What follows belongs to an exercise in optimizing a design on an open flow for small area, a short achievable clock period and few clock cycles per item; a production flow would make more cautious choices. The RTL was checked by simulation tests, not by an equivalence proof against the original design. The flow treats the clock pin as an ideal source, which a real chip does not have. No activity file was given, so power comes from the tool's default toggle rates.

==> flow/design.v <==
module main(
    input clk, rst, start,
    input [3:0] ip,
    output reg [59:0] ans,
    output reg finish
    );
    function automatic ge4(input [3:0] x, input [3:0] y);
        reg r;
        integer j;
        begin
            r = 1'b1;
            for (j = 0; j < 4; j = j + 1)
                r = (x[j] ^ y[j]) ? x[j] : r;
            ge4 = r;
        end
    endfunction
    function automatic gek(input [6:0] x, input [6:0] k);
        reg r;
        integer j;
        begin
            r = 1'b1;
            for (j = 0; j < 7; j = j + 1)
                r = k[j] ? (x[j] & r) : (x[j] | r);
            gek = r;
        end
    endfunction
    reg [3:0]  d;       
    localparam [6:0] B = 7'd26;
    reg [6:0]  cnt;     
    reg        busy;    
    reg [47:0] s;       
    reg [11:0] v;       
    wire [11:0] keep, frz;
    genvar i;
    generate
        for (i = 0; i < 12; i = i + 1) begin : pos
            assign frz[i]  = gek(cnt, B + 90 + i);
            assign keep[i] = frz[i] | (v[i] & ge4(s[4*i+:4], d));
        end
    endgenerate
    wire [11:0] vn = {keep[10:0], 1'b1};
    wire [11:0] wr = vn & ~keep;
    wire rot  = busy & gek(cnt, B + 86);
    wire addx = gek(cnt, B + 89);
    wire [11:0] sel;
    generate
        for (i = 0; i < 12; i = i + 1) begin : sl
            assign sel[i] = cnt == B + 89 + i;
        end
    endgenerate
    reg  [3:0] ss;
    reg        sv;
    integer k;
    always @(*) begin
        ss = 4'd0;
        sv = 1'b0;
        for (k = 0; k < 12; k = k + 1) begin
            ss = ss | (s[4*k+:4] & {4{sel[k]}});
            sv = sv | (v[k] & sel[k]);
        end
    end
    wire [3:0] x = (sv & ge4(ss, d)) ? ss : (d & {4{addx}});
    wire [3:0] a = ans[59:56];
    wire [4:0] sd;
    wire [4:0] c;
    assign c[0] = 1'b0;
    genvar j;
    generate
        for (j = 0; j < 4; j = j + 1) begin : rc
            assign sd[j] = a[j] ^ x[j] ^ c[j];
            assign c[j+1] = (a[j] & x[j]) | (c[j] & (a[j] ^ x[j]));
        end
    endgenerate
    assign sd[4] = c[4];
    wire [3:0] h = sd[4:1];
    wire cout = h[3] | (h[2] & (h[1] | h[0]));
    wire [3:0] lo = {h[3] ? (h[0] ? 3'b100 : 3'b011) :
                     cout ? {1'b0, h[1] & h[0], h[1] & ~h[0]} : h[2:0], sd[0]};
    wire [13:0] en;
    assign en[0] = 1'b1;
    generate
        for (i = 0; i < 13; i = i + 1) begin : ch
            assign en[i+1] = en[i] & ans[4*i+3] & ans[4*i];
        end
    endgenerate
    wire [13:0] inc = {14{cout}} & en & {frz[10:0], 3'b111};
    wire [59:0] turned;
    assign turned[3:0] = lo;
    generate
        for (i = 1; i < 15; i = i + 1) begin : tn
            wire [3:0] q = ans[4*(i-1)+:4];
            wire t = inc[i-1];
            wire t0 = t & q[0];
            assign turned[4*i]   = q[0] ^ t;
            assign turned[4*i+1] = q[1] ^ (t0 & ~q[3]);
            assign turned[4*i+2] = q[2] ^ (t0 & q[1]);
            assign turned[4*i+3] = q[3] ^ (t0 & (q[3] | (q[2] & q[1])));
        end
    endgenerate
    always @(posedge clk) begin
        d <= ip;
        if (rst) ans <= 60'd0;
        else if (rot) ans <= turned;
        finish <= rst | (finish ? !start : (cnt == B + 7'd100));
        busy <= !rst & (busy ? (cnt != B + 7'd100) : (finish & start));
        cnt <= busy ? cnt + 7'd1 : B;
        v <= (cnt == B) ? 12'd0 : vn;
        for (k = 0; k < 12; k = k + 1)
            if (wr[k]) s[4*k+:4] <= d;
    end
endmodule
Settings: LEC_CHECK=0, CAP_MARGIN=20, CORE_MARGIN=2, CORE_UTILIZATION=40, CTS_BUF_LIST=sky130_fd_sc_hd__clkbuf_8, CTS_CLUSTER_DIAMETER=100, CTS_CLUSTER_SIZE=30, SLEW_MARGIN=20; clock period 25.0 ns.
standard.sh (not shown) runs the stock make flow with config.mk's settings and CLKGATE_MAP_FILE= SYNTH_SCRIPT=/design/flow/synth_recipe.tcl, a recipe that flattens the netlist after the stock synthesis.
==> flow/flow/run.sh <==
#!/bin/bash
# The standard layout (standard.sh) with these changes:
# - plain buf_1 cells as the port buffers;
# - buffers that Yosys/ABC put in the netlist are removed at floorplan
#   (repair_design adds back what slew and load need);
# - clock tree made by flow/mcts.tcl instead of TritonCTS: the clock port
#   drives one clkbuf_16, which drives one buffer per group of nearby
#   flip-flops;
# - logic cells that synthesis sized up set back to their smallest size
#   (flow/downsize.tcl), and the flip-flops that drive the outputs one size
#   up (flow/upsize_out.tcl);
# - the timing repair after global routing aimed at its worst path, past
#   the 25 ns constraint (the constraint itself is unchanged).
# Each step's full log is in orfs/logs/; standard.sh's own output goes to
# standard_cts.log and standard.log here.
set -euo pipefail
export BUFFER_PORTS_ARGS="-buffer_cell sky130_fd_sc_hd__buf_1"
export REMOVE_ABC_BUFFERS=1
export MCTS_GROUPS=6
export MCTS_LEAF=sky130_fd_sc_hd__clkbuf_16
export PRE_CTS_TCL="$PWD/flow/mcts.tcl"
export PRE_RESIZE_TCL="$PWD/flow/pre_resize.tcl"
bash standard.sh cts > standard_cts.log 2>&1
export SETUP_SLACK_MARGIN=19.1
export TNS_END_PERCENT=0
bash standard.sh > standard.log 2>&1
==> flow/flow/downsize.tcl <==
# Hook run before the resize step: logic cells that synthesis sized up are
# set back to the smallest cell with the same function; the repair steps
# that follow size up again where slew, load or timing need it.
set n 0
set saved 0.0
foreach inst [get_cells *] {
  set ref [get_property $inst ref_name]
  if {![regexp {^(sky130_fd_sc_hd__(\w+?))_(\d+)$} $ref -> stem base drv]} { continue }
  if {[regexp {^(df|edf|sdf|dl|clk|buf|tap|fill|decap|conb|dly)} $base]} { continue }
  set best $ref
  set barea [get_property [get_lib_cells */$ref] area]
  foreach lc [get_lib_cells */${stem}_*] {
    set nm [get_name $lc]
    if {![regexp "^${stem}_\\d+\$" $nm]} { continue }
    set a [get_property $lc area]
    if {$a < $barea} { set best $nm; set barea $a }
  }
  if {$best ne $ref} {
    set saved [expr {$saved + [get_property [get_lib_cells */$ref] area] - $barea}]
    replace_cell $inst $best
    incr n
  }
}
puts "downsize: $n cells, [format %.1f $saved] um2"
==> flow/flow/mcts.tcl <==
# Hand-made clock tree: the clock port drives one clkbuf_16, which drives
# one buffer per group of nearby flip-flops (groups from k-means on the
# flip-flops' placed locations).
proc mcts_build { ngroups leafbuf } {
  set block [ord::get_db_block]
  set clknet [$block findNet clk]
  set sinks {}
  foreach it [$clknet getITerms] {
    if {[[$it getMTerm] getName] == "CLK"} { lappend sinks $it }
  }
  set pts {}
  foreach it $sinks {
    set inst [$it getInst]
    set b [$inst getBBox]
    lappend pts [list [expr {([$b xMin] + [$b xMax]) / 2}] [expr {([$b yMin] + [$b yMax]) / 2}]]
  }
  set n [llength $pts]
  # k-means, seeded with points spread along the sorted order
  set order [lsort -integer -index 0 [lmap p $pts {lindex $p 0}]]
  set cent {}
  set sorted [lsort -real -index 0 $pts]
  for {set g 0} {$g < $ngroups} {incr g} {
    lappend cent [lindex $sorted [expr {int(($g + 0.5) * $n / $ngroups)}]]
  }
  for {set iter 0} {$iter < 30} {incr iter} {
    set asg {}
    foreach p $pts {
      set best 0; set bd 1e30
      for {set g 0} {$g < $ngroups} {incr g} {
        set c [lindex $cent $g]
        set dd [expr {abs([lindex $p 0] - [lindex $c 0]) + abs([lindex $p 1] - [lindex $c 1])}]
        if {$dd < $bd} { set bd $dd; set best $g }
      }
      lappend asg $best
    }
    set newc {}
    for {set g 0} {$g < $ngroups} {incr g} {
      set sx 0; set sy 0; set k 0
      foreach p $pts a $asg { if {$a == $g} { incr sx [lindex $p 0]; incr sy [lindex $p 1]; incr k } }
      if {$k == 0} { lappend newc [lindex $cent $g] } else { lappend newc [list [expr {$sx / $k}] [expr {$sy / $k}]] }
    }
    set cent $newc
  }
  set master16 [[ord::get_db] findMaster sky130_fd_sc_hd__clkbuf_16]
  set master8 [[ord::get_db] findMaster $leafbuf]
  set rootnet [odb::dbNet_create $block clknet_root]
  $rootnet setSigType CLOCK
  set root [odb::dbInst_create $block $master16 clkbuf_root]
  set rx 0; set ry 0
  foreach c $cent { incr rx [lindex $c 0]; incr ry [lindex $c 1] }
  $root setLocation [expr {$rx / $ngroups}] [expr {$ry / $ngroups}]
  $root setPlacementStatus PLACED
  [$root findITerm A] connect $clknet
  [$root findITerm X] connect $rootnet
  for {set g 0} {$g < $ngroups} {incr g} {
    set net [odb::dbNet_create $block clknet_leaf_$g]
    $net setSigType CLOCK
    set buf [odb::dbInst_create $block $master8 clkbuf_leaf_$g]
    set c [lindex $cent $g]
    $buf setLocation [lindex $c 0] [lindex $c 1]
    $buf setPlacementStatus PLACED
    [$buf findITerm A] connect $rootnet
    [$buf findITerm X] connect $net
    foreach it $sinks a $asg {
      if {$a == $g} { $it disconnect; $it connect $net }
    }
  }
  puts "mcts: $n sinks in $ngroups groups"
}

# Run as the PRE_CTS hook: build the tree, then have TritonCTS leave its
# nets alone (the clock port's net now has a single sink and is skipped).
mcts_build $::env(MCTS_GROUPS) $::env(MCTS_LEAF)
set mcts_nets {clknet_root}
for {set g 0} {$g < $::env(MCTS_GROUPS)} {incr g} { lappend mcts_nets clknet_leaf_$g }
set_cts_config -skip_nets $mcts_nets
==> flow/flow/pre_resize.tcl <==
source [file dirname [info script]]/downsize.tcl
source [file dirname [info script]]/upsize_out.tcl
Other scripts of this flow, unchanged in this note and not shown: flow/flow/upsize_out.tcl
The first run completed with no timing, DRC or antenna violations.
Testbench counts at the start, summed over its fixed seeds: cycles 19,584, lines 192.
Change:
--- a/flow/flow/downsize.tcl
+++ b/flow/flow/downsize.tcl
@@ -14,0 +15 @@
+    if {[get_property $lc is_dont_use]} { continue }
- ABC_AREA: default -> 1
Outcome:
- The changed run stopped in 3_4_place_resized
- area after synthesis falls by 1.2%
- synthesized cell count goes up by 14%
Change:
--- a/flow/flow/run.sh
+++ b/flow/flow/run.sh
@@ -9,3 +9 @@
-# - logic cells that synthesis sized up set back to their smallest size
-#   (flow/downsize.tcl), and the flip-flops that drive the outputs one size
-#   up (flow/upsize_out.tcl);
+# - the flip-flops that drive the outputs one size up (flow/upsize_out.tcl);
@@ -19,2 +17,2 @@
-export MCTS_GROUPS=6
-export MCTS_LEAF=sky130_fd_sc_hd__clkbuf_16
+export MCTS_GROUPS=${MCTS_GROUPS:-5}
+export MCTS_LEAF=${MCTS_LEAF:-sky130_fd_sc_hd__clkbuf_16}
@@ -22 +20 @@
-export PRE_RESIZE_TCL="$PWD/flow/pre_resize.tcl"
+export PRE_RESIZE_TCL="$PWD/flow/upsize_out.tcl"
removed: flow/flow/downsize.tcl
removed: flow/flow/pre_resize.tcl
=> The changed run finished clean; area after synthesis is unchanged; synthesized cell count does not change.
Change:
--- a/flow/flow/run.sh
+++ b/flow/flow/run.sh
@@ -9 +9,3 @@
-# - the flip-flops that drive the outputs one size up (flow/upsize_out.tcl);
+# - logic cells that synthesis sized up set back to their smallest size
+#   (flow/downsize.tcl), and the flip-flops that drive the outputs one size
+#   up (flow/upsize_out.tcl);
@@ -17,2 +19,2 @@
-export MCTS_GROUPS=${MCTS_GROUPS:-5}
-export MCTS_LEAF=${MCTS_LEAF:-sky130_fd_sc_hd__clkbuf_16}
+export MCTS_GROUPS=6
+export MCTS_LEAF=sky130_fd_sc_hd__clkbuf_16
@@ -20 +22 @@
-export PRE_RESIZE_TCL="$PWD/flow/upsize_out.tcl"
+export PRE_RESIZE_TCL="$PWD/flow/pre_resize.tcl"
==> flow/flow/downsize.tcl (new file) <==
# Hook run before the resize step: logic cells that synthesis sized up are
# set back to the smallest cell with the same function; the repair steps
# that follow size up again where slew, load or timing need it.
set n 0
set saved 0.0
foreach inst [get_cells *] {
  set ref [get_property $inst ref_name]
  if {![regexp {^(sky130_fd_sc_hd__(\w+?))_(\d+)$} $ref -> stem base drv]} { continue }
  if {[regexp {^(df|edf|sdf|dl|clk|buf|tap|fill|decap|conb|dly)} $base]} { continue }
  set best $ref
  set barea [get_property [get_lib_cells */$ref] area]
  foreach lc [get_lib_cells */${stem}_*] {
    set nm [get_name $lc]
    if {![regexp "^${stem}_\\d+\$" $nm]} { continue }
    set a [get_property $lc area]
    if {$a < $barea} { set best $nm; set barea $a }
  }
  if {$best ne $ref} {
    set saved [expr {$saved + [get_property [get_lib_cells */$ref] area] - $barea}]
    replace_cell $inst $best
    incr n
  }
}
puts "downsize: $n cells, [format %.1f $saved] um2"
==> flow/flow/pre_resize.tcl (new file) <==
source [file dirname [info script]]/downsize.tcl
source [file dirname [info script]]/upsize_out.tcl
- CORE_UTILIZATION: 40 -> 55
What happened:
- synthesized area stays the same
- clock power rose by about 6%
- utilization rose by 15 points
- final cell count fell by 6.5%
- design area fell by 2.3%
- combinational power barely changes
- worst setup slack is better by 18 ps
- sequential cell count stays the same
- via count rose by 3.9%
- wire length rose by 2.3%
- total power rose by 1.7%

## re-timing with driven ports
Ports are ideal in the flow. The routed layouts listed here were re-timed in OpenROAD. Step 1 assumes that a clkbuf_16 drives the clock port and a buf_2 every other input. Step 2, shift: input delay + t, output delay - t, t = (earliest + latest rising clock arrival at the registers) / 2. This alone moves slack from input paths to output paths. Three values: ideal ports, drivers, drivers and shift; two values: the first two.
run | t, ns | slack for setup (ns) | worst hold slack (ns)
the first run | 0.408 | 18.925 / 18.925 / 18.925 | 0.476 / 0.476 / 0.476
the third run | 0.400 | 19.071 / 19.025 / 18.884 | 0.484 / 0.484 / 0.484
the fourth run | 0.393 | 19.089 / 19.047 / 18.967 | 0.487 / 0.487 / 0.487
After both steps every run listed still meets setup and hold. For the third run, which loses most, drivers alone change the setup slack by -0.046 ns; drivers and shift together by -0.187 ns.
